This is an optimization exercise on Yosys and OpenROAD, whose aim is small area, a short achievable clock period and few clock cycles per item, not a production implementation.
In this exercise RTL edits were held to simulation tests only and were not proved equivalent to the original.
No run shown here takes its clock network from TritonCTS; it comes from the design's own scripts or RTL.
The flow treats the clock pin as an ideal source. Dropping or thinning the clock tree relies on that and would not hold on a real chip.
Power is estimated from default activity; no workload was simulated.

<file path="flow/design.v">
`timescale 1ns/10ps
module LBP (
	input  clk,
	input  reset,
	output reg [13:0] gray_addr,
	output reg        gray_req,
	input             gray_ready,
	input      [7:0]  gray_data,
	output reg        lbp_valid,
	output reg [13:0] lbp_addr,
	output reg [7:0]  lbp_data,
	output reg        finish
);
	localparam H = 8;            
	wire [6:0] row = gray_addr[13:7];
	wire [6:0] col = gray_addr[6:0];
	reg  [2:0] s;                
	reg        endc;             
	reg        ends;             
	reg        last;             
	wire [6:0] row_step = {{4{endc}}, {2{ends}}, 1'b1};
	reg run;
	always @(posedge clk) begin
		if (reset) begin
			gray_req  <= 1'b0;
			run       <= 1'b0;
			lbp_valid <= 1'b0;
			finish    <= 1'b0;
		end else begin
			gray_req  <= gray_ready & ~finish & ~(gray_req & last);
			run       <= gray_ready & ~finish & ~(run & last);
			lbp_valid <= run & (s >= 3'd2) & (col >= 7'd2);
			if (run & last) finish <= 1'b1;
		end
	end
	always @(posedge clk) begin
		if (run) begin
			{gray_addr[6:0], s} <= {col, s} + 10'd1;
			gray_addr[13:7] <= row + row_step;
		end else begin
			{gray_addr, s} <= 17'd0;
		end
	end
	always @(posedge clk) begin
		endc <= (s == 3'd6);
		ends <= (s == 3'd6) & (col == 7'd127);
		last <= (s == 3'd6) & (col == 7'd127) & (row == 7'd126);
	end
	reg [7:0] d [0:H];
	integer i;
	always @(posedge clk) begin
		d[0] <= gray_data;
		for (i = 1; i <= H; i = i + 1) d[i] <= d[i-1];
	end
	function [1:0] cmp3;
		input [7:0] a, b;
		reg [7:0] g1, p1;
		reg [3:0] g2, p2;
		reg [1:0] g4, p4;
		reg       g8, p8;
		integer k;
		begin
			g1 = a & ~b; p1 = a | ~b;
			for (k = 0; k < 4; k = k + 1) begin
				g2[k] = g1[2*k+1] | (p1[2*k+1] & g1[2*k]);
				p2[k] = p1[2*k+1] & p1[2*k];
			end
			for (k = 0; k < 2; k = k + 1) begin
				g4[k] = g2[2*k+1] | (p2[2*k+1] & g2[2*k]);
				p4[k] = p2[2*k+1] & p2[2*k];
			end
			g8 = g4[1] | (p4[1] & g4[0]);
			p8 = p4[1] & p4[0];
			cmp3 = {g8 | p8, ~g8};
		end
	endfunction
	wire [7:0] c = d[H];
	wire ge_dg, le_dg, ge_hz, le_hz, ge_ad, le_ad, ge_vt, le_vt;
	assign {ge_dg, le_dg} = cmp3(gray_data, c);
	assign {ge_hz, le_hz} = cmp3(d[0], c);
	assign {ge_ad, le_ad} = cmp3(d[1], c);
	assign {ge_vt, le_vt} = cmp3(d[H-1], c);
	reg [H:0]   q_dg;    
	reg [H-1:0] q_hz;
	reg [H-2:0] q_ad;
	reg         q_vt;
	always @(posedge clk) begin
		q_dg <= {q_dg[H-1:0], le_dg};
		q_hz <= {q_hz[H-2:0], le_hz};
		q_ad <= {q_ad[H-3:0], le_ad};
		q_vt <= le_vt;
	end
	always @(posedge clk) begin
		lbp_addr <= {row - 7'd1, col - 7'd1};
		lbp_data <= {ge_dg, ge_vt, q_ad[H-2], ge_hz, q_hz[H-1], ge_ad, q_vt, q_dg[H]};
	end
endmodule
</file>
<file path="flow/flow/run.sh">
#!/bin/bash
# The standard layout, with plain buf_1 port buffers and a two-level
# inverter clock tree: after CTS, flow/mytree2.tcl replaces the tree with
# N1 first-level inverters fed from the clock port and N2 second-level
# inverters, each driving one cluster of flip-flops. Timing repair then
# runs after global routing as usual.
set -euo pipefail
HERE=$(pwd)
bash standard.sh finish \
  "BUFFER_PORTS_ARGS=-buffer_cell sky130_fd_sc_hd__buf_1" \
  "SKIP_CTS_REPAIR_TIMING=1" \
  "POST_CTS_TCL=$HERE/flow/mytree2.tcl" \
  "MYTREE_N1=4" "MYTREE_N2=8"  > standard_flow.log 2>&1
</file>
<file path="flow/flow/mytree2.tcl">
# Replace the clock tree built by CTS with a two-level inverter tree:
# the clock port feeds N1 first-level inverters, each of which feeds
# N2/N1 second-level inverters; each second-level inverter drives one
# cluster of flip-flops. Every flip-flop sees the clock through exactly
# two inverters, so the tree is balanced and keeps the clock's polarity.
set n1 [expr {[info exists ::env(MYTREE_N1)] ? $::env(MYTREE_N1) : 4}]
set n2 [expr {[info exists ::env(MYTREE_N2)] ? $::env(MYTREE_N2) : 8}]
set cell1 [expr {[info exists ::env(MYTREE_CELL1)] ? $::env(MYTREE_CELL1) : "sky130_fd_sc_hd__inv_12"}]
set cell2 [expr {[info exists ::env(MYTREE_CELL2)] ? $::env(MYTREE_CELL2) : "sky130_fd_sc_hd__inv_8"}]
set db [ord::get_db]
set block [ord::get_db_block]
set clk [$block findNet clk]

# sinks: every flip-flop clock pin, found through the existing tree
set sinks {}
set todo [list $clk]
set bufs {}
set dead {}
while {[llength $todo]} {
  set net [lindex $todo 0]; set todo [lrange $todo 1 end]
  foreach it [$net getITerms] {
    if {![$it isInputSignal] && [$it getIoType] ne "INPUT"} { continue }
    set inst [$it getInst]
    set mname [[$inst getMaster] getName]
    if {[string match "sky130_fd_sc_hd__df*" $mname]} {
      lappend sinks $it
    } else {
      # clock buffers and the dummy loads CTS hangs on the tree
      lappend bufs $inst
      foreach o [$inst getITerms] { if {[$o isOutputSignal]} { set n [$o getNet]; if {$n ne "NULL"} { lappend todo $n } } }
    }
  }
}
puts "mytree2: [llength $sinks] sinks, removing [llength $bufs] cells of the old tree"
foreach inst $bufs {
  foreach o [$inst getITerms] {
    if {[$o isOutputSignal]} { set n [$o getNet]; if {$n ne "NULL" && $n ne $clk} { lappend dead $n } }
  }
}
foreach it $sinks { $it disconnect }
foreach inst $bufs { odb::dbInst_destroy $inst }
foreach n [lsort -unique $dead] { odb::dbNet_destroy $n }

# balanced k-means: k clusters of at most ceil(n/k) points each
proc bkmeans {pts k} {
  set n [llength $pts]
  set cap [expr {($n + $k - 1) / $k}]
  set sorted [lsort -integer -index 0 $pts]
  set cents {}
  for {set c 0} {$c < $k} {incr c} {
    lappend cents [lindex $sorted [expr {int(($c + 0.5) * $n / $k)}]]
  }
  set assign {}
  for {set iter 0} {$iter < 40} {incr iter} {
    set pairs {}
    set i 0
    foreach p $pts {
      for {set c 0} {$c < $k} {incr c} {
        set q [lindex $cents $c]
        lappend pairs [list [expr {abs([lindex $p 0]-[lindex $q 0]) + abs([lindex $p 1]-[lindex $q 1])}] $i $c]
      }
      incr i
    }
    set assign [lrepeat $n -1]
    set fill [lrepeat $k 0]
    foreach pr [lsort -integer -index 0 $pairs] {
      lassign $pr d i c
      if {[lindex $assign $i] >= 0 || [lindex $fill $c] >= $cap} { continue }
      lset assign $i $c
      lset fill $c [expr {[lindex $fill $c] + 1}]
    }
    set newc {}
    for {set c 0} {$c < $k} {incr c} {
      set sx 0; set sy 0; set m 0
      foreach p $pts a $assign { if {$a == $c} { incr sx [lindex $p 0]; incr sy [lindex $p 1]; incr m } }
      if {$m} { lappend newc [list [expr {$sx/$m}] [expr {$sy/$m}]] } else { lappend newc [lindex $cents $c] }
    }
    set cents $newc
  }
  return [list $assign $cents]
}

proc add_inv {block master name x y innet} {
  set inst [odb::dbInst_create $block $master $name]
  set net [odb::dbNet_create $block "${name}_net"]
  $net setSigType CLOCK
  $inst setLocation $x $y
  $inst setPlacementStatus PLACED
  [$inst findITerm A] connect $innet
  [$inst findITerm Y] connect $net
  return $net
}

set pts {}
foreach it $sinks {
  set bb [[$it getInst] getBBox]
  lappend pts [list [expr {([$bb xMin]+[$bb xMax])/2}] [expr {([$bb yMin]+[$bb yMax])/2}]]
}
lassign [bkmeans $pts $n2] a2 c2
lassign [bkmeans $c2 $n1] a1 c1

set m1 [$db findMaster $cell1]
set m2 [$db findMaster $cell2]
set l1nets {}
for {set k 0} {$k < $n1} {incr k} {
  set c [lindex $c1 $k]
  lappend l1nets [add_inv $block $m1 "clkinv_l1_$k" [lindex $c 0] [lindex $c 1] $clk]
}
for {set k 0} {$k < $n2} {incr k} {
  set c [lindex $c2 $k]
  set net [add_inv $block $m2 "clkinv_l2_$k" [lindex $c 0] [lindex $c 1] [lindex $l1nets [lindex $a1 $k]]]
  set m 0
  foreach it $sinks a $a2 { if {$a == $k} { $it connect $net; incr m } }
  puts "mytree2: l2 $k under l1 [lindex $a1 $k] at $c drives $m sinks"
}
detailed_placement
</file>
<file path="flow/standard.sh">
#!/bin/bash
# synth_recipe.tcl (not shown) runs the flow's synth.tcl, then flattens the netlist and writes it again
# the make line also repeats each setting of config.mk as NAME=value (left out here)
make -C /OpenROAD-flow-scripts/flow DESIGN_CONFIG=/design/flow/config.mk WORK_HOME=/design/flow/orfs CLKGATE_MAP_FILE= SYNTH_SCRIPT=/design/flow/synth_recipe.tcl "${@:-finish}"
</file>
<file path="flow/config.mk">
export PLATFORM = sky130hd
export DESIGN_NAME = LBP
export DESIGN_NICKNAME = LBP
export VERILOG_FILES = /design/flow/design.v
export SDC_FILE = /design/flow/constraint.sdc
export NUM_CORES = 4
export LEC_CHECK = 0
export CAP_MARGIN = 20
export CORE_MARGIN = 2
export CORE_UTILIZATION = 60
export SETUP_SLACK_MARGIN = 2.55
export SLEW_MARGIN = 20
export TNS_END_PERCENT = 20
</file>
<file path="flow/constraint.sdc">
create_clock -name core_clock -period 4.0 [get_ports {clk}]
set_input_delay 0.8000 -clock core_clock [delete_from_list [all_inputs] [get_ports {clk}]]
set_output_delay 0.8000 -clock core_clock [all_outputs]
set_load 0.01 [all_outputs]
</file>
==> key figures, run 1 <==
Synth
  • Synth Area in Simple Gates: 13.9%
  • Post-Syn Area per Cell: 11.8 sq um
  • Multiplexer area fraction after synthesis: 0%
  • #FFs+latches synth: roughly 140
  • Top cells by area, synth: dfxtp_1 (66%), ha_1 (3.5%), nor2b_1 (3.2%), xnor2_1 (2.0%), inv_1 (1.8%)
  • Combinational family with the most area after synthesis: simple AND/OR/NAND/NOR gates
  • Number of synthesized flops with an enable pin: 0
  • Compound-Gate Fraction of Synth Area: under 10%
  • Post-synthesis xor/xnor area fraction: about 3.5%
  • Yosys warns: 2
  • Synthesized area: about 4300 sq um
  • Area fraction of the dominant cell type after synthesis: about 66%
  • Synthesized Nets: about 390
  • Register area share after synthesis: about two thirds
  • Area leader, netlist: dfxtp_1
  • Post-synthesis adder-cell area fraction: under 10%
  • Cells after synthesis: around 360
  • Top FF cell, synth: dfxtp_1
  • Async S/R FF share, synth: 0%
  • Number of library cell types mapped by synthesis: 44

Clock network
  • Clock Latency Late Sink: about 120 ps
  • Clock sinks: 143
  • CTS clk-pin slew, worst paths: 90 ps

Floorplan
  • Die Area: roughly 7900 sq um
  • Die height: 88.7 um
  • Die boundary width: ~90 um
  • Site Rows: 30
  • Core area: slightly below 7000 sq um
  • Io pins: 50
  • Initial Util: 62.7%

STA
  • Worst-margin pin slew: between 400 and 500 ps
  • RSZ-0062 raised after global routing: true
  • Worst relative slew slack: 71.0%
  • Minimum hold slack: 320 ps
  • Min Tclk post-route: between 1500 and 2000 ps
  • Skew final: around 15 ps
  • Final WS setup: ~2400 ps
  • Setup Viol. Count Final: 0
  • Number of max-slew violations in the final report: 0
  • Final hold violation count: 0
  • Fmax: 616 MHz
  • Final Cycle Share: 40.6%
  • Setup Total Neg Slack: 0 ps

Route
  • Final wirelength: ~7400 um
  • Metal2 WL: roughly 3700 um
  • Drt via density: approximately 5.3
  • DR pass1 iterations: 4
  • Met3 wire length: between 300 and 400 um
  • DRC viols: 0
  • WL met1: 3200 um
  • DR iter-0 viols: 94
  • Top layer in use: met4
  • Final antenna-violating net count: 0
  • Routed wire length per instance: 14.3 um
  • Via count: 2738

Setup path
  • CP max stage cell: dfxtp_1
  • Reg2reg setup slack: about 2500 ps
  • WP buf/inv: 1
  • CP top delay family: flip-flops
  • Type of the worst setup path: reg -> out
  • Critical path peak fanout: 8
  • Req. time, crit path: ~3200 ps
  • Reg2Reg Launch Point: gray_addr[1]$_SDFF_PN0_
  • Reg2Reg Depth: 4
  • Crit. End Element: output port
  • Critical path's largest stage delay: slightly above 500 ps
  • Critical Path Source Type: flop
  • Worst Path Arrival: 820 ps
  • Worst r2r dst: gray_addr[6]$_SDFF_PN0_
  • CP cell instances: buf_1

Hold path
  • Worst Hold Class: reg -> reg
  • WHS Endpoint: d[3][2]$_DFF_P_
  • Worst hold stages: 0
  • Hold Startpoint: d[2][2]$_DFF_P_

GRT
  • Vias in the first global route: between 2000 and 3000
  • Pin count of the biggest net entering global routing: 28
  • First-pass GRT wire length: 11500 um
  • Initial antenna violation count: 0
  • Grt ovf: 0
  • Total Routing Usage GR: 18.9%

Placement
  • RD Place Congestion: approximately 0.78
  • IO buf count: 49
  • Placed Area: between 4000 and 5000 sq um
  • DP Worst Slack: around 2300 ps
  • Post-DP HPWL: between 4000 and 5000 um
  • Placed cell count: between 500 and 600

Finish
  • Proportion of layout cells with a drive suffix above 1: 9.48%
  • Post-route cell area: a little under 5000 sq um
  • FILL cells: ~500
  • N_diodes: 0
  • Core Util, Final: a little under three quarters
  • Fin cells: between 500 and 600
  • Final #Nets: 448
  • Area Overhead vs Synth: 14.1%

Outcome
  • Status: timing/DRC/antenna clean

Power and ir drop
  • LEAKAGE: 1.94 nW
  • Final Total Pwr: 2.28 mW
  • Max VDD drop: between 300 and 400 uV
  • Power density over cell area: 465 nW/um^2

Flow run
  • Max capacitance violation total: 0
synth_stat cells, types with 4 or more instances:
cell type,count
o21ai_0,8
and2_1,7
nor2_1,12
nor3_1,4
nor2b_1,22
or3_1,5
nand2_1,16
xnor2_1,10
nand3_1,7
nand2b_1,5
o211ai_1,4
a21o_1,4
inv_1,21
nand3b_1,4
a21oi_1,14
and2b_1,4
ha_1,12
a22oi_1,8
xor2_1,7
dfxtp_1,143
o221ai_1,9
worst max-delay path by stage:
stage                            start             endpoint  slack [ps]  cells past startpoint
6_report       gray_addr[1]$_SDFF_PN0_         gray_addr[1]        2380                      1
5_1_grt                   gray_data[2]  lbp_data[7]$_DFF_P_        2330                      5
3_5_place_dp              gray_data[7]  lbp_data[7]$_DFF_P_        2260                      5
3_3_place_gp              gray_data[7]  lbp_data[7]$_DFF_P_        2300                      5
2_1_floorplan             gray_data[2]  lbp_data[7]$_DFF_P_        2440                      4
cells in the final DEF, fill, tap and decap left out, drive strengths merged, types with 3 or more instances in the layout:
cell,netlist,routed
dfxtp,143,143
buf,2,49
inv,21,33
nor2b,22,22
nand2,16,16
a21oi,14,14
nor2,12,12
ha,12,12
xnor2,10,10
o221ai,9,9
a22oi,8,8
o21ai,8,8
xor2,7,7
nand3,7,7
and2,7,7
nand2b,5,5
or3,5,5
nor3,4,4
nand3b,4,4
and2b,4,4
o211ai,4,4
a21o,4,4
nand4,3,3
or4,3,3
o2111ai,3,3
sequential cells by signal, summed over array words and instances, names as in the netlist:
name,cells
d,72
endc,1
ends,1
finish,1
gray_addr,14
gray_req,1
last,1
lbp_addr,14
lbp_data,8
lbp_valid,1
q_ad,7
q_dg,9
q_hz,8
q_vt,1
run,1
s,3
layout make-up:
type                    count  area (sq um)  area share, %
multi-input cells         195          1450           29.5
inverters                  33           234           4.76
repair buffers             51           221           4.51
flip-flops and latches    143          2890           58.7
well taps                  96           120           2.44
logic make-up (layout without fill, tap and decap cells):
group                      count (synthesis)  count (layout)
adders and majority gates                 13              13
AOI/OAI and AO/OA                         61              61
buffers and inverters                     26              84
and+or+nand+nor                          104             104
DFF                                      143             143
xor gates and xnor gates                  17              17
metal layers:
metal / GRT usage (%) / vias to the layer above
li1: - / 1375
met1: 23.2 / 1279
met2: 32.2 / 71
met3: 4.66 / 13
met4: 7.02 / 0
met5: 0 / -
where the power goes:
part	internal, mW	switching, mW
Clock	0.142	0.474
Combinational	0.0487	0.0613
Sequential	1.52	0.0399
Total	1.71	0.575
Testbench counts, summed over its fixed seeds: cycles 344,080, images 16.
==> run 2, diff against run 1 <==
--- a/flow/config.mk
+++ b/flow/config.mk
@@ -7,2 +7,3 @@
 export LEC_CHECK = 0
+export ABC_AREA = 1
 export CAP_MARGIN = 20
@@ -10,4 +11,3 @@
 export CORE_UTILIZATION = 60
-export SETUP_SLACK_MARGIN = 2.55
+export SETUP_SLACK_MARGIN = 2.5
 export SLEW_MARGIN = 20
-export TNS_END_PERCENT = 20
==> key figures, run 2 <==
Outcome
  • Status: timing/DRC/antenna clean

Finish
  • N_diodes: 0 (unchanged)
  • Final #Nets: 564 (+26%)
  • Biggest register: d
  • Area Overhead vs Synth: 11.0%
  • Core Util, Final: 68.5% (-3.0 points)
  • Most frequent cells in the layout: dfxtp_1 (130), nand2_1 (98), inv_1 (61), nor2_1 (61), buf_1 (49)
  • Top flop regs: d (72), gray_addr (14), lbp_addr (14)
  • Commonest non-fill, non-tap cell in the layout: dfxtp_1
  • Largest register FFs: 72 (unchanged)
  • Proportion of layout cells with a drive suffix above 1: 7.99% (-1.5 points)

GRT
  • Vias in the first global route: 2798 (+10%)
  • Grt ovf: 0 (unchanged)
  • First-pass GRT wire length: 12100 um (+5.1%)
  • Total Routing Usage GR: 18.1% (-0.78 points)
  • Initial antenna violation count: 0 (unchanged)
  • Pin count of the biggest net entering global routing: 19 (-32%)

STA
  • Worst relative slew slack: 65.4% (-5.6 points)
  • RSZ-0062 raised after global routing: true
  • Min Tclk post-route: 1490 ps (-135 ps)
  • Minimum hold slack: 316 ps (-4.67 ps)
  • Setup Total Neg Slack: 0 ps (unchanged)
  • Fmax: 672 MHz (+9.1%)
  • Number of max-slew violations in the final report: 0 (unchanged)
  • Skew final: 19.1 ps (+4.58 ps)
  • Setup Viol. Count Final: 0 (unchanged)
  • Worst-margin pin slew: 518 ps (+83.2 ps)
  • Final Cycle Share: 37.2% (-3.4 points)
  • Final hold violation count: 0 (unchanged)

Setup path
  • Critical Path Source Type: flop
  • WP buf/inv: 1 (unchanged)
  • Critical path's largest stage delay: 410 ps (-100 ps)
  • CP cell instances: buf_1
  • Critical path peak fanout: 4 (-4)
  • Worst Path Arrival: 690 ps (-130 ps)
  • CP Depth: 1 (unchanged)
  • Reg2Reg Depth: 9 (+5)
  • Type of the worst setup path: reg -> out
  • Crit. End Element: output port
  • CP max stage cell: dfxtp_1
  • Req. time, crit path: 3200 ps (about the same)
  • CP top delay family: flip-flops

Synth
  • Number of library cell types mapped by synthesis: 27 (-39%)
  • #FFs+latches synth: 143 (unchanged)
  • Top FF cell, synth: dfxtp_1
  • Post-Syn Area per Cell: 9.32 sq um (-21%)
  • Top cells by area, synth: dfxtp_1 (64%), nand2_1 (8.3%), inv_1 (5.5%), nor2_1 (5.2%), ha_1 (3.4%)
  • Async S/R FF share, synth: 0% (unchanged)
  • Synth cell count leaders: dfxtp_1 (143), nand2_1 (99), inv_1 (65)
  • Area fraction of the dominant cell type after synthesis: 64.0% (-2.5 points)
  • Area leader, netlist: dfxtp_1
  • Cells after synthesis: 480 (+32%)
  • Synthesized Nets: 504 (+30%)
  • Number of synthesized flops with an enable pin: 0 (unchanged)
  • Yosys warns: 2 (unchanged)
  • Synthesized area: 4470 sq um (+3.9%)
  • Register area share after synthesis: 64.0% (-2.5 points)
  • Count leader, synth: dfxtp_1

Flow run
  • Max capacitance violation total: 0 (unchanged)

Clock network
  • Clock Latency Late Sink: 120 ps (about the same)
  • CTS clk-pin slew, worst paths: 100 ps (about the same)
  • Clock sinks: 143 (unchanged)

Route
  • Drt via density: 4.81 (-9.0%)
  • Via count: 3065 (+12%)
  • Final antenna-violating net count: 0 (unchanged)
  • Routed wire length per instance: 11.6 um (-19%)
  • DRC viols: 0 (unchanged)
  • Final wirelength: 7410 um (+0.14%)
  • DR pass1 iterations: 4 (unchanged)
  • DR iter-0 viols: 99 (+5.3%)

Floorplan
  • Core area: 7250 sq um (+5.6%)
  • Die boundary width: 90.3 um (+1.8%)
  • Site Rows: 31 (+3.3%)
  • Die Area: 8160 sq um (+3.7%)
  • Die height: 90.3 um (+1.8%)
  • Initial Util: 61.7% (-1.0 points)
  • Io pins: 50 (unchanged)

Power and ir drop
  • Max VDD drop: 343 uV (-4.4%)
  • Power density over cell area: 463 nW/um^2 (-0.32%)
  • LEAKAGE: 2.29 nW (+18%)

Placement
  • Post-DP HPWL: 4950 um (+5.8%)
  • IO buf count: 49 (unchanged)
  • RD Place Congestion: 0.842 (+7.4%)

Hold path
  • Worst hold stages: 0 (unchanged)
  • Worst Hold Class: reg -> reg
run 2: power breakdown:
group          switching, mW  internal [mW]  leakage [nW]
logic                 0.0778         0.0443          1.01
registers             0.0374           1.52          1.20
clock network          0.480          0.145        0.0776
total                  0.595           1.71          2.29
run 2: per-stage QoR:
| step | power, mW | cell area (sq um) | std cells | setup slack [ps] |
|---|---|---|---|---|
| 5_1_grt | 2.40 | 4970 | 637 | 2460 |
| 3_5_place_dp | 1.71 | 4750 | 624 | 2390 |
| 6_report | 2.30 | 4970 | 637 | 2510 |
| 2_1_floorplan | 1.66 | 4470 | 480 | 2500 |
| 3_3_place_gp | 1.70 | 4750 | 624 | 2500 |
run 2: layer usage:
metal | global-route usage (%) | vias up | wire length, um
met5 | 0 | - | 0
met4 | 6.03 | 0 | 121
met3 | 4.26 | 12 | 338
met2 | 31.6 | 72 | 3660
met1 | 22.2 | 1379 | 3300
li1 | - | 1602 | -
run 2: cell families after synthesis:
logic type      count (synthesis)  share of synthesized area [%]
flops                         143                           64.0
fa+ha+maj                      13                           3.80
simple gates                  205                           19.4
buf+inv                        69                           6.04
xor+xnor                       12                           2.35
compound gates                 38                           4.42
run 2: path summary, 6_finish.rpt:
check / slack [ps] / from / end
max: 2510 / gray_addr[13]$_SDFF_PN0_ / gray_addr[13]
min: 320 / q_ad[5]$_DFF_P_ / q_ad[6]$_DFF_P_
max reg2reg: 2540 / ends$_DFF_P_ / gray_addr[13]$_SDFF_PN0_
min reg2reg: 320 / q_ad[5]$_DFF_P_ / q_ad[6]$_DFF_P_
run 2: layout make-up:
cell class | instances | area [sq um]
Inverter | 77 | 399
Sequential cell | 143 | 2890
Timing Repair Buffer | 50 | 191
Fill cell | 589 | 2290
Tap cell | 99 | 124
Multi-Input combinational cell | 268 | 1360
==> run 3, diff against run 2 <==
--- a/flow/config.mk
+++ b/flow/config.mk
@@ -7,3 +7,2 @@
 export LEC_CHECK = 0
-export ABC_AREA = 1
 export CAP_MARGIN = 20
@@ -11,3 +10,3 @@
 export CORE_UTILIZATION = 60
-export SETUP_SLACK_MARGIN = 2.5
+export SETUP_SLACK_MARGIN = 2.45
 export SLEW_MARGIN = 20
==> key figures, run 3 <==
Finish
  • Proportion of layout cells with a drive suffix above 1: 9.29% (+1.3 points)
  • Biggest register: d
  • N_diodes: 0 (unchanged)
  • Area Overhead vs Synth: 12.4%
  • Most frequent cells in the layout: dfxtp_1 (129), buf_1 (47), inv_1 (21), nor2b_1 (21), nand2_1 (16)
  • Fin cells: 516 (-19%)
  • Final #Nets: 446 (-21%)
  • Commonest non-fill, non-tap cell in the layout: dfxtp_1
  • Largest register FFs: 72 (unchanged)
  • Post-route cell area: 4840 sq um (-2.5%)
  • Top flop regs: d (72), gray_addr (14), lbp_addr (14)

Power and ir drop
  • Power density over cell area: 472 nW/um^2 (+1.8%)
  • LEAKAGE: 1.93 nW (-16%)
  • Max VDD drop: 359 uV (+4.8%)

STA
  • Fmax: 618 MHz (-8.0%)
  • Skew final: 12.7 ps (-6.46 ps)
  • Final WS setup: 2380 ps (-129 ps)
  • RSZ-0062 raised after global routing: true
  • Setup Viol. Count Final: 0 (unchanged)
  • Worst relative slew slack: 71.0% (+5.6 points)
  • Worst-margin pin slew: 435 ps (-82.6 ps)
  • Minimum hold slack: 325 ps (+9.34 ps)
  • Final Cycle Share: 40.4% (+3.2 points)
  • Number of max-slew violations in the final report: 0 (unchanged)
  • Final hold violation count: 0 (unchanged)
  • Min Tclk post-route: 1620 ps (+129 ps)
  • Setup Total Neg Slack: 0 ps (unchanged)

Synth
  • Yosys warns: 2 (unchanged)
  • Number of synthesized flops with an enable pin: 0 (unchanged)
  • Area leader, netlist: dfxtp_1
  • Synth cell count leaders: dfxtp_1 (143), nor2b_1 (22), inv_1 (21)
  • Synthesized area: 4310 sq um (-3.7%)
  • Number of library cell types mapped by synthesis: 44 (+63%)
  • Post-Syn Area per Cell: 11.8 sq um (+27%)
  • Post-synthesis xor/xnor area fraction: 3.46% (+1.1 points)
  • Compound-Gate Fraction of Synth Area: 9.85% (+5.4 points)
  • Async S/R FF share, synth: 0% (unchanged)
  • Top cells by area, synth: dfxtp_1 (66%), ha_1 (3.5%), nor2b_1 (3.2%), xnor2_1 (2.0%), inv_1 (1.8%)
  • Top FF cell, synth: dfxtp_1
  • Area fraction of the dominant cell type after synthesis: 66.5% (+2.5 points)
  • Count leader, synth: dfxtp_1
  • Synth Area in Simple Gates: 13.9% (-5.5 points)
  • Synthesized Nets: 388 (-23%)
  • Post-synthesis adder-cell area fraction: 3.95% (+0.15 points)
  • Register area share after synthesis: 66.5% (+2.5 points)
  • Combinational family with the most area after synthesis: simple AND/OR/NAND/NOR gates
  • Multiplexer area fraction after synthesis: 0% (unchanged)
  • #FFs+latches synth: 143 (unchanged)
  • Cells after synthesis: 364 (-24%)

Floorplan
  • Io pins: 50 (unchanged)
  • Core area: 6870 sq um (-5.3%)
  • Site Rows: 30 (-3.2%)
  • Die Area: 7870 sq um (-3.6%)
  • Die height: 88.7 um (-1.8%)
  • Die boundary width: 88.7 um (-1.8%)
  • Initial Util: 62.7% (+1.0 points)

Route
  • Top layer in use: met4
  • Drt via density: 5.29 (+9.9%)
  • Final wirelength: 7270 um (-1.9%)
  • Metal2 WL: 3530 um (-3.3%)
  • WL met1: 3160 um (-4.0%)
  • Met3 wire length: 385 um (+14%)
  • Final antenna-violating net count: 0 (unchanged)
  • Via count: 2729 (-11%)
  • DRC viols: 0 (unchanged)
  • DR iter-0 viols: 91 (-8.1%)
  • DR pass1 iterations: 4 (unchanged)
  • Routed wire length per instance: 14.1 um (+21%)

Setup path
  • Reg2Reg Depth: 6 (-3)
  • Worst Path Arrival: 1620 ps (+930 ps)
  • Worst r2r dst: gray_addr[13]$_SDFF_PN0_
  • Type of the worst setup path: in -> reg
  • Req. time, crit path: 4000 ps (+800 ps)
  • Critical Path Source Type: primary input
  • Reg2Reg Launch Point: gray_addr[7]$_SDFF_PN0_
  • Critical path peak fanout: 3 (-1)
  • Reg2reg setup slack: 2450 ps (-90 ps)
  • Crit. End Element: flop

GRT
  • Vias in the first global route: 2538 (-9.3%)
  • First-pass GRT wire length: 11500 um (-4.8%)
  • Grt ovf: 0 (unchanged)
  • Pin count of the biggest net entering global routing: 28 (+9)
  • Total Routing Usage GR: 18.9% (+0.78 points)
  • Initial antenna violation count: 0 (unchanged)

Placement
  • Placed Area: 4600 sq um (-3.3%)
  • Post-DP HPWL: 4680 um (-5.5%)
  • Placed cell count: 504 (-19%)
  • IO buf count: 49 (unchanged)
  • RD Place Congestion: 0.783 (-6.9%)
  • DP Worst Slack: 2260 ps (-129 ps)

Hold path
  • Worst hold stages: 0 (unchanged)
  • WHS Endpoint: d[3][2]$_DFF_P_
  • Worst Hold Class: reg -> reg
  • Hold Startpoint: d[2][2]$_DFF_P_

Clock network
  • Clock sinks: 143 (unchanged)
  • CTS clk-pin slew, worst paths: 80 ps (-20 ps)
  • Clock Latency Late Sink: 110 ps (about the same)

Outcome
  • Status: timing/DRC/antenna clean

Flow run
  • Max capacitance violation total: 0 (unchanged)
## run 3: layout make-up
class / instances / area, sq um
multi-input cells: 195 / 1410
flip-flops and latches: 143 / 2890
repair buffers: 49 / 193
fillers: 513 / 2030
inverters: 33 / 234
well taps: 96 / 120
## run 3: how the worst max path moves through the flow
stage	startpoint	to	slack, ps	cells past startpoint
3_3_place_gp	gray_data[7]	lbp_data[7]$_DFF_P_	2300	5
3_5_place_dp	gray_data[7]	lbp_data[7]$_DFF_P_	2260	5
6_report	gray_data[2]	lbp_data[7]$_DFF_P_	2380	5
2_1_floorplan	gray_data[2]	lbp_data[7]$_DFF_P_	2440	4
5_1_grt	gray_data[2]	lbp_data[7]$_DFF_P_	2330	5
## run 3: kinds of logic after synthesis
family,count (synthesis)
compound gates,61
xor+xnor,17
fa+ha+maj,13
buf+inv,26
flops,143
simple gates,104
## run 3: worst max-delay path: stages
cell and delay (ps):
buf_6 90, or2b_1 230, o221ai_2 90, o211ai_1 140, a211o_1 270
## run 3: power by group
group	switching, mW	internal [mW]	leakage (nW)	total, mW
Combinational	0.0608	0.0482	0.649	0.109
Sequential	0.0397	1.52	1.20	1.56
Clock	0.471	0.144	0.0776	0.615
## run 3: stage by stage
step | power, mW | util (%)
6_report | 2.28 | 70.5
5_1_grt | 2.39 | 70.5
3_5_place_dp | 1.69 | 66.9
3_3_place_gp | 1.69 | 66.9
2_1_floorplan | 1.65 | -
## run 3: per-layer routing
| layer | track usage, % | vias to the layer above |
|---|---|---|
| met1 | 23.2 | 1277 |
| met3 | 4.66 | 14 |
| li1 | - | 1363 |
| met4 | 7.02 | 0 |
| met5 | 0 | - |
| met2 | 32.2 | 75 |
==> run 4, diff against run 3 <==
--- a/flow/flow/run.sh
+++ b/flow/flow/run.sh
@@ -12,2 +12,2 @@
   "POST_CTS_TCL=$HERE/flow/mytree2.tcl" \
-  "MYTREE_N1=4" "MYTREE_N2=8"  > standard_flow.log 2>&1
+  "MYTREE_N1=3" "MYTREE_N2=6" MYTREE_CELL1=sky130_fd_sc_hd__inv_8 > standard_flow.log 2>&1
==> key figures, run 4 <==
Placement
  • Placed Area: 4600 sq um (unchanged)
  • Post-DP HPWL: 4680 um (unchanged)
  • RD Place Congestion: 0.783 (unchanged)
  • IO buf count: 49 (unchanged)

Finish
  • Area of the multi-input gates: 1420 sq um (+0.62%)
  • Post-route cell area: 4820 sq um (-0.47%)
  • Core Util, Final: 70.1% (-0.33 points)
  • Biggest register: d
  • Proportion of layout cells with a drive suffix above 1: 9.31% (+0.022 points)
  • FILL cells: 512 (-0.19%)
  • Top flop regs: d (72), gray_addr (14), lbp_addr (14)
  • Final #Nets: 445 (-0.22%)
  • Largest register FFs: 72 (unchanged)
  • Most frequent cells in the layout: dfxtp_1 (130), buf_1 (45), inv_1 (21), nor2b_1 (21), nand2_1 (16)
  • N_diodes: 0 (unchanged)
  • Area Overhead vs Synth: 11.9%
  • Commonest non-fill, non-tap cell in the layout: dfxtp_1
  • Seq. cell area: 2900 sq um (+0.39%)

Clock network
  • Clock sinks: 143 (unchanged)
  • CTS clk-pin slew, worst paths: 130 ps (+50 ps)
  • Clock Latency Late Sink: 140 ps (+30 ps)

STA
  • Number of max-slew violations in the final report: 0 (unchanged)
  • Worst-margin pin slew: 805 ps (+370 ps)
  • Final Cycle Share: 39.9% (-0.51 points)
  • Setup Viol. Count Final: 0 (unchanged)
  • Fmax: 626 MHz (+1.3%)
  • RSZ-0062 raised after global routing: true
  • Skew final: 14.3 ps (+1.63 ps)
  • Worst relative slew slack: 46.3% (-25 points)
  • Minimum hold slack: 332 ps (+6.77 ps)
  • Min Tclk post-route: 1600 ps (-20.2 ps)
  • Setup Total Neg Slack: 0 ps (unchanged)
  • Final hold violation count: 0 (unchanged)

Floorplan
  • Core area: 6870 sq um (unchanged)
  • Io pins: 50 (unchanged)
  • Initial Util: 62.7% (unchanged)
  • Site Rows: 30 (unchanged)
  • Die Area: 7870 sq um (unchanged)
  • Die height: 88.7 um (unchanged)
  • Die boundary width: 88.7 um (unchanged)

GRT
  • Pin count of the biggest net entering global routing: 28 (unchanged)
  • GR Util met2: 32.4% (+0.20 points)
  • Grt ovf: 0 (unchanged)
  • GR Util met3: 3.54% (-1.1 points)
  • First-pass GRT wire length: 11500 um (-0.54%)
  • Initial antenna violation count: 0 (unchanged)
  • Total Routing Usage GR: 18.6% (-0.35 points)
  • Vias in the first global route: 2532 (-0.24%)
  • Met1 usage: 23.3% (+0.060 points)
  • Grt peak-use layer: met2

Route
  • DR iter-0 viols: 76 (-16%)
  • Via count: 2724 (-0.18%)
  • Final wirelength: 7310 um (+0.56%)
  • Routed wire length per instance: 14.2 um (+0.76%)
  • Final antenna-violating net count: 0 (unchanged)
  • DR pass1 iterations: 4 (unchanged)
  • Drt via density: 5.29 (about the same)
  • DRC viols: 0 (unchanged)

Synth
  • Async S/R FF share, synth: 0% (unchanged)
  • Number of synthesized flops with an enable pin: 0 (unchanged)
  • Post-Syn Area per Cell: 11.8 sq um (unchanged)
  • Count leader, synth: dfxtp_1
  • Area leader, netlist: dfxtp_1
  • #FFs+latches synth: 143 (unchanged)
  • Top FF cell, synth: dfxtp_1
  • Area fraction of the dominant cell type after synthesis: 66.5% (unchanged)
  • Number of library cell types mapped by synthesis: 44 (unchanged)
  • Synthesized Nets: 388 (unchanged)
  • Top cells by area, synth: dfxtp_1 (66%), ha_1 (3.5%), nor2b_1 (3.2%), xnor2_1 (2.0%), inv_1 (1.8%)
  • Synth cell count leaders: dfxtp_1 (143), nor2b_1 (22), inv_1 (21)
  • Synthesized area: 4310 sq um (unchanged)
  • Yosys warns: 2 (unchanged)
  • Register area share after synthesis: 66.5% (unchanged)
  • Cells after synthesis: 364 (unchanged)

Setup path
  • Critical path's largest stage delay: 410 ps (+140 ps)
  • WP buf/inv: 0 (-1)
  • Critical Path Source Type: flop
  • Req. time, crit path: 4030 ps (+30 ps)
  • Crit. End Element: flop
  • CP Depth: 5 (unchanged)
  • Reg2Reg Depth: 5 (-1)
  • CP top delay family: compound AO/OA/AOI/OAI gates
  • Worst Path Arrival: 1620 ps (about the same)
  • CP cell instances: ha_1 -> a21oi_1 -> a2bb2oi_2 -> nor2_1 -> a211o_1
  • CP max stage cell: dfxtp_1
  • Critical path peak fanout: 3 (unchanged)
  • Type of the worst setup path: reg -> reg

Power and ir drop
  • LEAKAGE: 1.92 nW (-0.46%)
  • Max VDD drop: 340 uV (-5.5%)
  • Power density over cell area: 457 nW/um^2 (-3.1%)
  • Final Total Pwr: 2.20 mW (-3.6%)

Hold path
  • Worst Hold Class: reg -> reg
  • Worst hold stages: 0 (unchanged)

Flow run
  • Max capacitance violation total: 0 (unchanged)

Outcome
  • Status: timing/DRC/antenna clean
-- run 4: cell count changes in the layout (fill, tap and decap cells not counted), sizes merged --
cell and change:
buf -1, clkbuf +3, inv -3
-- run 4: area by class of cell --
class                   count  area share [%]
flip-flops and latches    143            60.1
multi-input cells         195            29.4
repair buffers             51            4.23
inverters                  30            3.74
well taps                  96            2.49
-- run 4: layer usage --
layer  wire length (um)  share of wire (%)
met2               3590                 49
met5                  0                  0
met1               3190                 44
met3                394                5.4
met4                137                1.9
-- run 4: final timing paths --
| path | start | to | slack, ps |
|---|---|---|---|
| worst max-delay path | ends$_DFF_P_ | gray_addr[12]$_SDFF_PN0_ | 2400 |
| worst min register to register | q_hz[7]$_DFF_P_ | lbp_data[3]$_DFF_P_ | 330 |
| worst max register to register | ends$_DFF_P_ | gray_addr[12]$_SDFF_PN0_ | 2400 |
| worst min-delay path | q_hz[7]$_DFF_P_ | lbp_data[3]$_DFF_P_ | 330 |
-- run 4: metrics by stage --
| stage | cells | setup slack [ps] |
|---|---|---|
| 2_1_floorplan | 364 | 2440 |
| 3_3_place_gp | 504 | 2300 |
| 3_5_place_dp | 504 | 2260 |
| 5_1_grt | 515 | 2340 |
| 6_report | 515 | 2400 |
-- run 4: report_power, final --
part / internal (mW) / leakage [nW] / switching [mW]
registers: 1.51 / 1.20 / 0.0392
clock network: 0.0935 / 0.0545 / 0.449
logic: 0.0475 / 0.663 / 0.0609
total: 1.65 / 1.92 / 0.549
-- run 4: kinds of logic (layout without fill, tap and decap cells) --
family	count (synthesis)	after routing	share of synthesized area [%]
flip-flops	143	143	66.5
AND/OR/NAND/NOR	104	104	13.9
AO/OA/AOI/OAI	61	61	9.85
buffers and inverters	26	81	2.38
XOR/XNOR	17	17	3.46
adder cells (fa/ha/maj)	13	13	3.95
-- run 4: worst reg2reg max path: stages, from the launching register on --
cell	delay [ps]
dfxtp_1	410
ha_1	260
a21oi_1	270
a2bb2oi_2	230
nor2_1	70
a211o_1	260
==> run 5, diff against run 4 <==
--- a/flow/flow/run.sh
+++ b/flow/flow/run.sh
@@ -12,2 +12,2 @@
   "POST_CTS_TCL=$HERE/flow/mytree2.tcl" \
-  "MYTREE_N1=3" "MYTREE_N2=6" MYTREE_CELL1=sky130_fd_sc_hd__inv_8 > standard_flow.log 2>&1
+  "MYTREE_N1=4" "MYTREE_N2=8" "POST_GLOBAL_ROUTE_TCL=$HERE/flow/morerepair.tcl"  > standard_flow.log 2>&1
==> flow/flow/morerepair.tcl (new file) <==
# Extra setup repair passes after global routing, with the same margin as
# the flow's own pass.
set margin $::env(SETUP_SLACK_MARGIN)
for {set pass 0} {$pass < 2} {incr pass} {
  estimate_parasitics -global_routing
  global_route -start_incremental
  repair_timing -setup -setup_margin $margin -repair_tns 100 -verbose
  detailed_placement
  global_route -end_incremental
}
estimate_parasitics -global_routing
==> key figures, run 5 <==
Finish
  • Biggest register: d
  • Area Overhead vs Synth: 13.7%
  • Most frequent cells in the layout: dfxtp_1 (127), buf_1 (47), nor2b_1 (21)
  • Final #Nets: 448 (+0.67%)
  • N_diodes: 0 (unchanged)
  • Proportion of layout cells with a drive suffix above 1: 11.4% (+2.1 points)
  • Post-route cell area: 4900 sq um (+1.6%)
  • Top flop regs: d (72), gray_addr (14), lbp_addr (14)
  • Commonest non-fill, non-tap cell in the layout: dfxtp_1
  • Fin cells: 518 (+0.58%)
  • Largest register FFs: 72 (unchanged)

Synth
  • Synthesized Nets: 388 (unchanged)
  • Area leader, netlist: dfxtp_1
  • Synth cell count leaders: dfxtp_1 (143), nor2b_1 (22), inv_1 (21)
  • Top cells by area, synth: dfxtp_1 (66%), ha_1 (3.5%), nor2b_1 (3.2%), xnor2_1 (2.0%), inv_1 (1.8%)
  • #FFs+latches synth: 143 (unchanged)
  • Register area share after synthesis: 66.5% (unchanged)
  • Count leader, synth: dfxtp_1
  • Number of synthesized flops with an enable pin: 0 (unchanged)
  • Synthesized area: 4310 sq um (unchanged)
  • Async S/R FF share, synth: 0% (unchanged)
  • Area fraction of the dominant cell type after synthesis: 66.5% (unchanged)
  • Yosys warns: 2 (unchanged)
  • Top FF cell, synth: dfxtp_1
  • Cells after synthesis: 364 (unchanged)
  • Post-Syn Area per Cell: 11.8 sq um (unchanged)
  • Number of library cell types mapped by synthesis: 44 (unchanged)

Setup path
  • Crit. End Element: flop
  • Req. time, crit path: 4000 ps (-30 ps)
  • Critical path peak fanout: 3 (unchanged)
  • CP startpoint: gray_data[2]
  • Reg2Reg Depth: 6 (+1)
  • Worst Setup EP: lbp_data[7]$_DFF_P_
  • Critical path's largest stage delay: 270 ps (-140 ps)
  • Critical Path Source Type: primary input
  • Reg2reg setup slack: 2490 ps (+90 ps)
  • Worst Path Arrival: 1620 ps (about the same)
  • CP cell instances: buf_6 -> or2b_1 -> o221ai_2 -> o211ai_1 -> a211o_1
  • Worst r2r dst: gray_addr[13]$_SDFF_PN0_
  • Reg2Reg Launch Point: ends$_DFF_P_
  • Type of the worst setup path: in -> reg
  • CP max stage cell: a211o_1

Flow run
  • Max capacitance violation total: 0 (unchanged)

STA
  • Final hold violation count: 0 (unchanged)
  • Skew final: 11.0 ps (-3.30 ps)
  • Final WS setup: 2380 ps (-20.4 ps)
  • Worst relative slew slack: 70.8% (+24 points)
  • Setup Total Neg Slack: 0 ps (unchanged)
  • Worst-margin pin slew: 439 ps (-366 ps)
  • Setup Viol. Count Final: 0 (unchanged)
  • Number of max-slew violations in the final report: 0 (unchanged)
  • Min Tclk post-route: 1620 ps (+20.4 ps)
  • Fmax: 618 MHz (-1.3%)
  • Final Cycle Share: 40.4% (+0.51 points)

Floorplan
  • Die height: 88.7 um (unchanged)
  • Core area: 6870 sq um (unchanged)
  • Site Rows: 30 (unchanged)
  • Initial Util: 62.7% (unchanged)
  • Die boundary width: 88.7 um (unchanged)
  • Die Area: 7870 sq um (unchanged)
  • Io pins: 50 (unchanged)

GRT
  • Vias in the first global route: 2538 (+0.24%)
  • First-pass GRT wire length: 11500 um (+0.54%)
  • Total Routing Usage GR: 18.9% (+0.35 points)
  • Initial antenna violation count: 0 (unchanged)
  • Grt ovf: 0 (unchanged)
  • Pin count of the biggest net entering global routing: 28 (unchanged)

Placement
  • Post-DP HPWL: 4680 um (unchanged)
  • RD Place Congestion: 0.783 (unchanged)
  • Placed cell count: 504 (unchanged)
  • IO buf count: 49 (unchanged)
  • Placed Area: 4600 sq um (unchanged)
  • DP Worst Slack: 2260 ps (unchanged)

Clock network
  • CTS clk-pin slew, worst paths: 80 ps (-50 ps)
  • Clock Latency Late Sink: 110 ps (-30 ps)
  • Clock sinks: 143 (unchanged)

Power and ir drop
  • Power density over cell area: 466 nW/um^2 (+1.9%)
  • Max VDD drop: 359 uV (+5.8%)
  • Final Total Pwr: 2.28 mW (+3.6%)
  • LEAKAGE: 1.93 nW (+0.61%)

Outcome
  • Status: timing/DRC/antenna clean

Route
  • DR iter-0 viols: 84 (+11%)
  • DRC viols: 0 (unchanged)
  • Final antenna-violating net count: 0 (unchanged)
  • Routed wire length per instance: 14.1 um (-0.40%)
  • DR pass1 iterations: 4 (unchanged)
  • Final wirelength: 7330 um (+0.18%)
  • Via count: 2747 (+0.84%)
  • Drt via density: 5.30 (+0.26%)

Hold path
  • Worst Hold Class: reg -> reg
run 5: cell counts after synthesis:
Identical to the previous run, type by type.
run 5: report_power, final:
part | internal (mW) | leakage (nW) | switching, mW | total, mW
clock | 0.144 | 0.0776 | 0.470 | 0.614
combinational | 0.0484 | 0.650 | 0.0609 | 0.109
sequential | 1.52 | 1.20 | 0.0402 | 1.56
run 5: final cells by class:
type                       instances  area, sq um
sequential                       143         2900
fill                             499         1970
multi-input combinational        195         1440
inverter                          33          234
timing repair buffer              51          208
tap                               96          120
run 5: cell families after synthesis:
logic type | share of synthesized area (%)
XOR/XNOR | 3.46
adder cells (fa/ha/maj) | 3.95
AND/OR/NAND/NOR | 13.9
buffers and inverters | 2.38
flip-flops | 66.5
AO/OA/AOI/OAI | 9.85
run 5: stage by stage:
step | hold slack, ps | util (%)
after floorplan | 310 | -
after global placement | 310 | 66.9
after detailed placement | 312 | 66.9
final | 325 | 71.3
run 5: critical path, delay by kind of cell:
kind,cells,cell delay [ps]
compound gates,3,500
simple gates,1,230
buf+inv,1,90
run 5: how the worst min path moves through the flow:
stage	start	end	slack, ps	depth (start not counted)
detailed placement	d[5][1]$_DFF_P_	d[6][1]$_DFF_P_	310	0
floorplan	d[2][0]$_DFF_P_	d[3][0]$_DFF_P_	310	0
global placement	d[4][7]$_DFF_P_	d[5][7]$_DFF_P_	310	0
finish	d[2][2]$_DFF_P_	d[3][2]$_DFF_P_	320	0
run 5: layer usage:
metal  vias to the layer above  track usage [%]  part of all wire (%)
met1                      1285             23.2                    43
met4                         0             7.02                   2.4
li1                       1371                -                     -
met2                        76             32.2                    49
met3                        15             4.66                   5.3
met5                         -                0                     0
==> run 6, diff against run 5 <==
--- a/flow/config.mk
+++ b/flow/config.mk
@@ -10,3 +10,3 @@
 export CORE_UTILIZATION = 60
-export SETUP_SLACK_MARGIN = 2.45
+export SETUP_SLACK_MARGIN = 2.55
 export SLEW_MARGIN = 20
==> key figures, run 6 <==
Finish
  • Top flop regs: d (72), gray_addr (14), lbp_addr (14)
  • Area Overhead vs Synth: 19.7%
  • N_diodes: 0 (unchanged)
  • Final #Nets: 461 (+2.9%)
  • Largest register FFs: 72 (unchanged)
  • Proportion of layout cells with a drive suffix above 1: 20.9% (+9.5 points)
  • Commonest non-fill, non-tap cell in the layout: dfxtp_1
  • Biggest register: d
  • Core Util, Final: 75.0% (+3.8 points)
  • Fin cells: 531 (+2.5%)
  • Most frequent cells in the layout: dfxtp_1 (122), buf_1 (29), nor2b_1 (20)

Route
  • Final wirelength: 7450 um (+1.7%)
  • WL met1: 3240 um (+2.9%)
  • Drt via density: 5.27 (-0.60%)
  • Routed wire length per instance: 14.0 um (-0.81%)
  • DRC viols: 0 (unchanged)
  • DR pass1 iterations: 4 (unchanged)
  • Via count: 2799 (+1.9%)
  • Top layer in use: met4
  • Metal2 WL: 3790 um (+4.8%)
  • DR iter-0 viols: 54 (-36%)
  • Met3 wire length: 320 um (-18%)
  • Final antenna-violating net count: 0 (unchanged)

Placement
  • Placed cell count: 504 (unchanged)
  • DP Worst Slack: 2180 ps (-83.0 ps)
  • RD Place Congestion: 0.816 (+4.2%)
  • Post-DP HPWL: 4530 um (-3.2%)
  • IO buf count: 49 (unchanged)

Power and ir drop
  • Max VDD drop: 282 uV (-22%)
  • LEAKAGE: 2.09 nW (+8.4%)
  • Power density over cell area: 441 nW/um^2 (-5.2%)

Synth
  • Number of library cell types mapped by synthesis: 44 (unchanged)
  • Area leader, netlist: dfxtp_1
  • Count leader, synth: dfxtp_1
  • Cells after synthesis: 364 (unchanged)
  • #FFs+latches synth: 143 (unchanged)
  • Yosys warns: 2 (unchanged)
  • Synthesized area: 4310 sq um (unchanged)
  • Synth cell count leaders: dfxtp_1 (143), nor2b_1 (22), inv_1 (21)
  • Number of synthesized flops with an enable pin: 0 (unchanged)
  • Async S/R FF share, synth: 0% (unchanged)
  • Synthesized Nets: 388 (unchanged)
  • Area fraction of the dominant cell type after synthesis: 66.5% (unchanged)
  • Top FF cell, synth: dfxtp_1
  • Post-Syn Area per Cell: 11.8 sq um (unchanged)
  • Register area share after synthesis: 66.5% (unchanged)
  • Top cells by area, synth: dfxtp_1 (66%), ha_1 (3.5%), nor2b_1 (3.2%), xnor2_1 (2.0%), inv_1 (1.8%)

STA
  • Final hold violation count: 0 (unchanged)
  • Worst-margin pin slew: 430 ps (-8.86 ps)
  • Min Tclk post-route: 1600 ps (-14.8 ps)
  • Number of max-slew violations in the final report: 0 (unchanged)
  • Setup Viol. Count Final: 0 (unchanged)
  • Final WS setup: 2400 ps (+14.8 ps)
  • Minimum hold slack: 319 ps (-5.93 ps)
  • Fmax: 624 MHz (+0.92%)
  • Worst relative slew slack: 71.3% (+0.59 points)
  • Setup Total Neg Slack: 0 ps (unchanged)
  • Final Cycle Share: 40.1% (-0.37 points)
  • Skew final: 9.71 ps (-1.31 ps)

Setup path
  • Critical path peak fanout: 3 (unchanged)
  • Reg2reg setup slack: 2590 ps (+100 ps)
  • Worst Path Arrival: 1610 ps (about the same)
  • Type of the worst setup path: in -> reg
  • Reg2Reg Depth: 6 (unchanged)
  • Req. time, crit path: 4010 ps (about the same)
  • Reg2Reg Launch Point: gray_addr[8]$_SDFF_PN0_
  • Worst r2r dst: gray_addr[13]$_SDFF_PN0_
  • Crit. End Element: flop
  • Critical Path Source Type: primary input

Clock network
  • Clock sinks: 143 (unchanged)
  • CTS clk-pin slew, worst paths: 80 ps (about the same)
  • Clock Latency Late Sink: 110 ps (about the same)

Floorplan
  • Die boundary width: 88.7 um (unchanged)
  • Die height: 88.7 um (unchanged)
  • Site Rows: 30 (unchanged)
  • Die Area: 7870 sq um (unchanged)
  • Core area: 6870 sq um (unchanged)
  • Initial Util: 62.7% (unchanged)
  • Io pins: 50 (unchanged)

GRT
  • First-pass GRT wire length: 11500 um (-0.12%)
  • Pin count of the biggest net entering global routing: 28 (unchanged)
  • Initial antenna violation count: 0 (unchanged)
  • Total Routing Usage GR: 19.0% (+0.044 points)
  • Grt ovf: 0 (unchanged)
  • Vias in the first global route: 2504 (-1.3%)

Outcome
  • Status: timing/DRC/antenna clean

Flow run
  • Max capacitance violation total: 0 (unchanged)

Hold path
  • WHS Endpoint: d[3][2]$_DFF_P_
  • Worst hold stages: 0 (unchanged)
  • Hold Startpoint: d[2][2]$_DFF_P_
  • Worst Hold Class: reg -> reg
run 6: cell counts after synthesis:
No cell type changed its count.
run 6: logic make-up after synthesis:
logic type	after synthesis	synth area share, %
simple gates	104	13.9
flops	143	66.5
buf+inv	26	2.38
fa+ha+maj	13	3.95
xor+xnor	17	3.46
compound gates	61	9.85
run 6: power by group:
part / internal, mW / switching (mW)
combinational: 0.0545 / 0.0645
clock: 0.144 / 0.459
sequential: 1.51 / 0.0417
total: 1.71 / 0.565
run 6: per-layer routing:
layer | up-vias | track usage (%)
li1 | 1402 | -
met5 | - | 0
met4 | 0 | 7.99
met2 | 67 | 32.0
met1 | 1321 | 23.6
met3 | 9 | 4.01
run 6: worst max-delay path by stage:
stage | from | end | depth (start not counted)
2_1_floorplan | gray_data[2] | lbp_data[7]$_DFF_P_ | 4
3_3_place_gp | gray_data[7] | lbp_data[7]$_DFF_P_ | 5
3_5_place_dp | gray_data[7] | lbp_data[7]$_DFF_P_ | 5
6_report | gray_data[2] | lbp_data[7]$_DFF_P_ | 5
run 6: per-stage QoR:
step                      power [mW]  cell area [sq um]
after floorplan                 1.65               4320
after global placement          1.69               4600
after detailed placement        1.69               4600
final                           2.28               5150
run 6: layout make-up:
cell class,instances,area (sq um)
tap,96,120
timing repair buffer,64,372
inverter,33,241
sequential,143,2930
fill,471,1720
multi-input combinational,195,1490
run 6: worst max-delay path: stages:
cell	delay (ps)
buf_6	90
or2b_1	220
o221ai_2	80
o211ai_1	140
a211o_1	270
==> run 7, diff against run 6 <==
--- a/flow/design.v
+++ b/flow/design.v
@@ -22,3 +22,3 @@
 	reg run;
-	always @(posedge clk) begin
+	always @(posedge clk, posedge reset) begin
 		if (reset) begin
@@ -76,5 +76,23 @@
 	endfunction
+	function [1:0] cmp3f;
+		input [7:0] a, b;
+		reg [7:0] g1, p1;
+		reg [1:0] g4, p4;
+		reg       g8, p8;
+		integer k;
+		begin
+			g1 = a & ~b; p1 = a | ~b;
+			for (k = 0; k < 2; k = k + 1) begin
+				g4[k] = g1[4*k+3] | (p1[4*k+3] & g1[4*k+2]) | (p1[4*k+3] & p1[4*k+2] & g1[4*k+1])
+				      | (p1[4*k+3] & p1[4*k+2] & p1[4*k+1] & g1[4*k]);
+				p4[k] = &p1[4*k+3 -: 4];
+			end
+			g8 = g4[1] | (p4[1] & g4[0]);
+			p8 = p4[1] & p4[0];
+			cmp3f = {g8 | p8, ~g8};
+		end
+	endfunction
 	wire [7:0] c = d[H];
 	wire ge_dg, le_dg, ge_hz, le_hz, ge_ad, le_ad, ge_vt, le_vt;
-	assign {ge_dg, le_dg} = cmp3(gray_data, c);
+	assign {ge_dg, le_dg} = cmp3f(gray_data, c);
 	assign {ge_hz, le_hz} = cmp3(d[0], c);
--- a/flow/flow/run.sh
+++ b/flow/flow/run.sh
@@ -12,2 +12,2 @@
   "POST_CTS_TCL=$HERE/flow/mytree2.tcl" \
-  "MYTREE_N1=4" "MYTREE_N2=8" "POST_GLOBAL_ROUTE_TCL=$HERE/flow/morerepair.tcl"  > standard_flow.log 2>&1
+  "MYTREE_N1=4" "MYTREE_N2=8"  > standard_flow.log 2>&1
--- a/flow/config.mk
+++ b/flow/config.mk
@@ -7,2 +7,3 @@
 export LEC_CHECK = 0
+export ABC_AREA = 1
 export CAP_MARGIN = 20
@@ -10,3 +11,3 @@
 export CORE_UTILIZATION = 60
-export SETUP_SLACK_MARGIN = 2.55
+export SETUP_SLACK_MARGIN = 2.45
 export SLEW_MARGIN = 20
removed: flow/flow/morerepair.tcl
==> key figures, run 7 <==
Outcome
  • Status: timing/DRC/antenna clean

Synth
  • Multiplexer area fraction after synthesis: 0% (unchanged)
  • Cells after synthesis: 458 (+26%)
  • Post-synthesis xor/xnor area fraction: 2.00% (-1.5 points)
  • Post-synthesis adder-cell area fraction: 3.88% (-0.073 points)
  • Area leader, netlist: dfxtp_1
  • Top FF cell, synth: dfxtp_1
  • Post-Syn Area per Cell: 9.58 sq um (-19%)
  • Number of synthesized flops with an enable pin: 0 (unchanged)
  • Synthesized Nets: 482 (+24%)
  • Number of library cell types mapped by synthesis: 27 (-39%)
  • Synth cell count leaders: dfxtp_1 (139), nand2_1 (92), inv_1 (72)
  • Count leader, synth: dfxtp_1
  • Synthesized area: 4390 sq um (+1.9%)
  • Register area share after synthesis: 65.7% (-0.78 points)
  • Yosys warns: 2 (unchanged)
  • #FFs+latches synth: 143 (unchanged)
  • Combinational family with the most area after synthesis: simple AND/OR/NAND/NOR gates
  • Compound-Gate Fraction of Synth Area: 5.08% (-4.8 points)
  • Async S/R FF share, synth: 2.80% (+2.8 points)
  • Top cells by area, synth: dfxtp_1 (63%), nand2_1 (7.9%), inv_1 (6.2%), nor2_1 (3.8%), ha_1 (3.4%)
  • Area fraction of the dominant cell type after synthesis: 63.4% (-3.1 points)
  • Synth Area in Simple Gates: 17.1% (+3.2 points)

STA
  • Min Tclk post-route: 1520 ps (-78.8 ps)
  • RSZ-0062 raised after global routing: true
  • Setup Total Neg Slack: 0 ps (unchanged)
  • Worst-margin pin slew: 426 ps (-4.31 ps)
  • Number of max-slew violations in the final report: 0 (unchanged)
  • Worst relative slew slack: 71.6% (+0.29 points)
  • Setup Viol. Count Final: 0 (unchanged)
  • Fmax: 656 MHz (+5.2%)
  • Final Cycle Share: 38.1% (-2.0 points)
  • Final hold violation count: 0 (unchanged)
  • Skew final: 15.9 ps (+6.21 ps)

Placement
  • IO buf count: 49 (unchanged)
  • RD Place Congestion: 0.782 (-4.2%)
  • Placed cell count: 605 (+20%)
  • Post-DP HPWL: 4660 um (+2.9%)

Setup path
  • CP startpoint: gray_addr[11]$_SDFF_PN0_
  • Crit. End Element: output port
  • WP buf/inv: 1 (unchanged)
  • Reg2Reg Depth: 9 (+3)
  • Worst Path Arrival: 720 ps (-890 ps)
  • Reg2reg setup slack: 2540 ps (-50 ps)
  • Req. time, crit path: 3200 ps (-810 ps)
  • CP cell instances: buf_1
  • Type of the worst setup path: reg -> out
  • Critical Path Source Type: flop
  • CP top delay family: flip-flops
  • CP max stage cell: dfxtp_1
  • Worst Setup EP: gray_addr[11]
  • CP Depth: 1 (-4)
  • Critical path peak fanout: 6 (+3)
  • Worst r2r dst: gray_addr[11]$_SDFF_PN0_
  • Reg2Reg Launch Point: gray_addr[7]$_SDFF_PN0_
  • Critical path's largest stage delay: 440 ps (+170 ps)

Finish
  • Most frequent cells in the layout: dfxtp_1 (130), nand2_1 (91), inv_1 (71)
  • Top flop regs: d (72), gray_addr (14), lbp_addr (14)
  • Area Overhead vs Synth: 11.3%
  • Biggest register: d
  • N_diodes: 0 (unchanged)
  • Commonest non-fill, non-tap cell in the layout: dfxtp_1
  • Largest register FFs: 72 (unchanged)
  • Proportion of layout cells with a drive suffix above 1: 6.74% (-14 points)
  • Core Util, Final: 68.1% (-6.9 points)
  • Final #Nets: 545 (+18%)
  • Fin cells: 618 (+16%)

Clock network
  • Clock sinks: 143 (unchanged)
  • Clock Latency Late Sink: 120 ps (about the same)
  • CTS clk-pin slew, worst paths: 100 ps (+20 ps)

Flow run
  • Max capacitance violation total: 0 (unchanged)

Floorplan
  • Die height: 89.5 um (+0.90%)
  • Die Area: 8010 sq um (+1.8%)
  • Core area: 7180 sq um (+4.5%)
  • Die boundary width: 89.5 um (+0.90%)
  • Initial Util: 61.2% (-1.5 points)
  • Io pins: 50 (unchanged)
  • Site Rows: 31 (+3.3%)

GRT
  • Grt ovf: 0 (unchanged)
  • First-pass GRT wire length: 11500 um (+0.30%)
  • Pin count of the biggest net entering global routing: 19 (-32%)
  • Vias in the first global route: 2728 (+8.9%)
  • Initial antenna violation count: 0 (unchanged)
  • Total Routing Usage GR: 18.4% (-0.52 points)

Route
  • Final antenna-violating net count: 0 (unchanged)
  • DR iter-0 viols: 56 (+3.7%)
  • Drt via density: 4.68 (-11%)
  • Via count: 2890 (+3.3%)
  • Final wirelength: 6780 um (-8.9%)
  • DR pass1 iterations: 4 (unchanged)
  • Routed wire length per instance: 11.0 um (-22%)
  • DRC viols: 0 (unchanged)

Power and ir drop
  • LEAKAGE: 2.31 nW (+10%)
  • Max VDD drop: 262 uV (-7.2%)
  • Power density over cell area: 477 nW/um^2 (+8.0%)

Hold path
  • Hold Startpoint: d[2][2]$_DFF_P_
  • Worst Hold Class: reg -> reg
==> run 7: cell count changes after synthesis, sizes merged, moves of 12 or more <==
cell / before / now
o21ai: 8 / 20
nor2: 12 / 46
nor2b: 22 / 0
nand2: 16 / 94
inv: 21 / 72
nand3: 7 / 19
==> run 7: logic make-up (layout without fill, tap and decap cells) <==
family	count (synthesis)	after routing
AO/OA/AOI/OAI	43	43
XOR/XNOR	10	10
adder cells (fa/ha/maj)	13	13
buffers and inverters	73	134
flip-flops	143	143
AND/OR/NAND/NOR	176	176
==> run 7: metal layers <==
metal | track usage (%) | wire length [um] | vias to the layer above
met5 | 0 | 0 | -
met4 | 5.43 | 133 | 0
met3 | 4.71 | 312 | 14
met2 | 32.5 | 3200 | 68
met1 | 22.2 | 3140 | 1280
li1 | - | - | 1528
==> run 7: area by class of cell <==
class	instances	area, sq um
Fill cell	577	2290
Multi-Input combinational cell	242	1250
Sequential cell	143	2900
Inverter	84	425
Tap cell	99	124
Timing Repair Buffer	50	193
==> run 7: how the worst min path moves through the flow <==
| stage | depth (start not counted) | slack (ps) | end |
|---|---|---|---|
| finish | 0 | 320 | d[3][2]$_DFF_P_ |
| global route | 0 | 330 | lbp_data[5]$_DFF_P_ |
| detailed placement | 0 | 310 | d[5][3]$_DFF_P_ |
| global placement | 0 | 310 | q_dg[6]$_DFF_P_ |
| floorplan | 0 | 310 | d[3][0]$_DFF_P_ |
==> run 7: where the power goes <==
part           switching, mW  leakage [nW]  internal (mW)  total [mW]
Sequential            0.0410          1.22           1.53        1.57
Combinational         0.0924          1.01         0.0544       0.147
Clock                  0.463        0.0776          0.145       0.608
Total                  0.597          2.31           1.73        2.33
==> run 7: metrics by stage <==
stage	total power [mW]	area (sq um)	hold slack [ps]	setup slack, ps
floorplan	1.69	4390	310	2500
detailed placement	1.75	4690	312	2390
global placement	1.74	4690	309	2430
global route	2.45	4890	334	2380
finish	2.33	4890	320	2480
Testbench counts of run 7, summed over its fixed seeds: cycles 344,080, images 16.
==> run 8, diff against run 7 <==
--- a/flow/design.v
+++ b/flow/design.v
@@ -22,3 +22,3 @@
 	reg run;
-	always @(posedge clk, posedge reset) begin
+	always @(posedge clk) begin
 		if (reset) begin
--- a/flow/config.mk
+++ b/flow/config.mk
@@ -7,3 +7,2 @@
 export LEC_CHECK = 0
-export ABC_AREA = 1
 export CAP_MARGIN = 20
==> key figures, run 8 <==
GRT
  • Grt ovf: 0 (unchanged)
  • First-pass GRT wire length: 10900 um (-5.4%)

Floorplan
  • Io pins: 50 (unchanged)
  • Die Area: 7660 sq um (-4.4%)
  • Site Rows: 30 (-3.2%)
  • Initial Util: 62.0% (+0.83 points)
  • Core area: 6760 sq um (-5.8%)
  • Die boundary width: 87.5 um (-2.2%)
  • Die height: 87.5 um (-2.2%)

STA
  • Setup Total Neg Slack: 0 ps (unchanged)
  • Fmax: 614 MHz (-6.4%)
  • Worst-margin pin slew: 338 ps (-87.9 ps)
  • Final Cycle Share: 40.7% (+2.6 points)
  • Number of max-slew violations in the final report: 0 (unchanged)
  • RSZ-0062 raised after global routing: true
  • Min Tclk post-route: 1630 ps (+104 ps)

Synth
  • Area leader, netlist: dfxtp_1
  • Count leader, synth: dfxtp_1
  • Async S/R FF share, synth: 0% (-2.8 points)
  • Synth cell count leaders: dfxtp_1 (143), nor2_1 (27), a21oi_1 (18), inv_1 (18), nand2_1 (15)
  • Number of library cell types mapped by synthesis: 44 (+63%)
  • Top cells by area, synth: dfxtp_1 (68%), ha_1 (3.6%), xor2_1 (2.5%), nor2_1 (2.4%), a21oi_1 (2.2%)
  • Register area share after synthesis: 68.4% (+2.7 points)
  • Post-Syn Area per Cell: 11.8 sq um (+23%)
  • #FFs+latches synth: 143 (unchanged)

Placement
  • IO buf count: 49 (unchanged)
  • RD Place Congestion: 0.828 (+5.8%)

Setup path
  • Worst r2r dst: gray_addr[13]$_SDFF_PN0_
  • Worst Path Arrival: 1630 ps (+910 ps)
  • Worst Setup EP: lbp_data[7]$_DFF_P_
  • Critical path peak fanout: 3 (-3)
  • Reg2Reg Launch Point: gray_addr[8]$_SDFF_PN0_
  • Reg2reg setup slack: 2430 ps (-110 ps)
  • Req. time, crit path: 4000 ps (+800 ps)

Route
  • DRC viols: 0 (unchanged)
  • Final wirelength: 6980 um (+2.9%)
  • DR iter-0 viols: 77 (+38%)
  • Routed wire length per instance: 14.1 um (+28%)
  • Via count: 2556 (-12%)

Finish
  • Most frequent cells in the layout: dfxtp_1 (129), buf_1 (43), nor2_1 (27)
  • Biggest register: d
  • Commonest non-fill, non-tap cell in the layout: dfxtp_1
  • Area Overhead vs Synth: 13.4%

Power and ir drop
  • Power density over cell area: 480 nW/um^2 (+0.76%)
  • Final Total Pwr: 2.28 mW (-2.1%)

Clock network
  • CTS clk-pin slew, worst paths: 80 ps (-20 ps)
  • Clock sinks: 143 (unchanged)

Outcome
  • Status: timing/DRC/antenna clean

Hold path
  • Worst Hold Class: reg -> reg
[run 8: cell count changes after synthesis, moves of 6 or more]
cell,delta
a22oi_1,+6
o221ai_1,+9
nand2_1,-77
inv_1,-54
o21ai_0,-13
nand2b_1,+12
nor2_1,-18
nor2b_1,+8
inv_2,+7
nand3_1,-14
[run 8: logic make-up after synthesis]
family	synth area share (%)
adder cells (fa/ha/maj)	4.84
AO/OA/AOI/OAI	9.20
AND/OR/NAND/NOR	11.3
flip-flops	68.4
buffers and inverters	2.57
XOR/XNOR	3.76
[run 8: power breakdown]
group | leakage, nW | total [mW] | internal, mW | switching [mW]
combinational | 0.624 | 0.115 | 0.0504 | 0.0649
clock | 0.0776 | 0.607 | 0.145 | 0.463
sequential | 1.20 | 1.56 | 1.52 | 0.0386
total | 1.90 | 2.28 | 1.71 | 0.566
[run 8: worst max-delay path, stage by stage]
cell and delay (ps):
buf_8 100, a222oi_1 370, o21ai_2 130, a31oi_4 160, o21ai_2 70
[run 8: worst min path at each step]
stage | start | endpoint | slack, ps | cells after the start
after global routing | q_hz[5]$_DFF_P_ | q_hz[6]$_DFF_P_ | 330 | 0
after floorplan | d[2][0]$_DFF_P_ | d[3][0]$_DFF_P_ | 310 | 0
after global placement | q_ad[2]$_DFF_P_ | q_ad[3]$_DFF_P_ | 310 | 0
final | d[6][2]$_DFF_P_ | d[7][2]$_DFF_P_ | 320 | 0
after detailed placement | d[4][6]$_DFF_P_ | d[5][6]$_DFF_P_ | 310 | 0
[run 8: through the flow]
stage	instance area, sq um	std cells	hold WS, ps	utilization [%]	setup slack, ps
3_3_place_gp	4460	480	310	66.0	2260
5_1_grt	4750	495	335	70.3	2330
3_5_place_dp	4460	480	312	66.0	2210
2_1_floorplan	4190	354	310	-	2430
6_report	4750	495	325	70.3	2370
[run 8: final cells by class]
type / count / area, sq um
fill: 484 / 2010
timing repair buffer: 52 / 243
inverter: 37 / 249
multi-input combinational: 183 / 1270
tap: 80 / 100
sequential: 143 / 2890
[run 8: layer usage]
metal / vias to the layer above / track usage, % / wire length, um
li1: 1316 / - / -
met1: 1164 / 21.9 / 3030
met2: 63 / 32.2 / 3470
met3: 13 / 5.56 / 359
met4: 0 / 6.15 / 111
met5: - / 0 / 0
Testbench counts of run 8, summed over its fixed seeds: cycles 344,080, images 16.
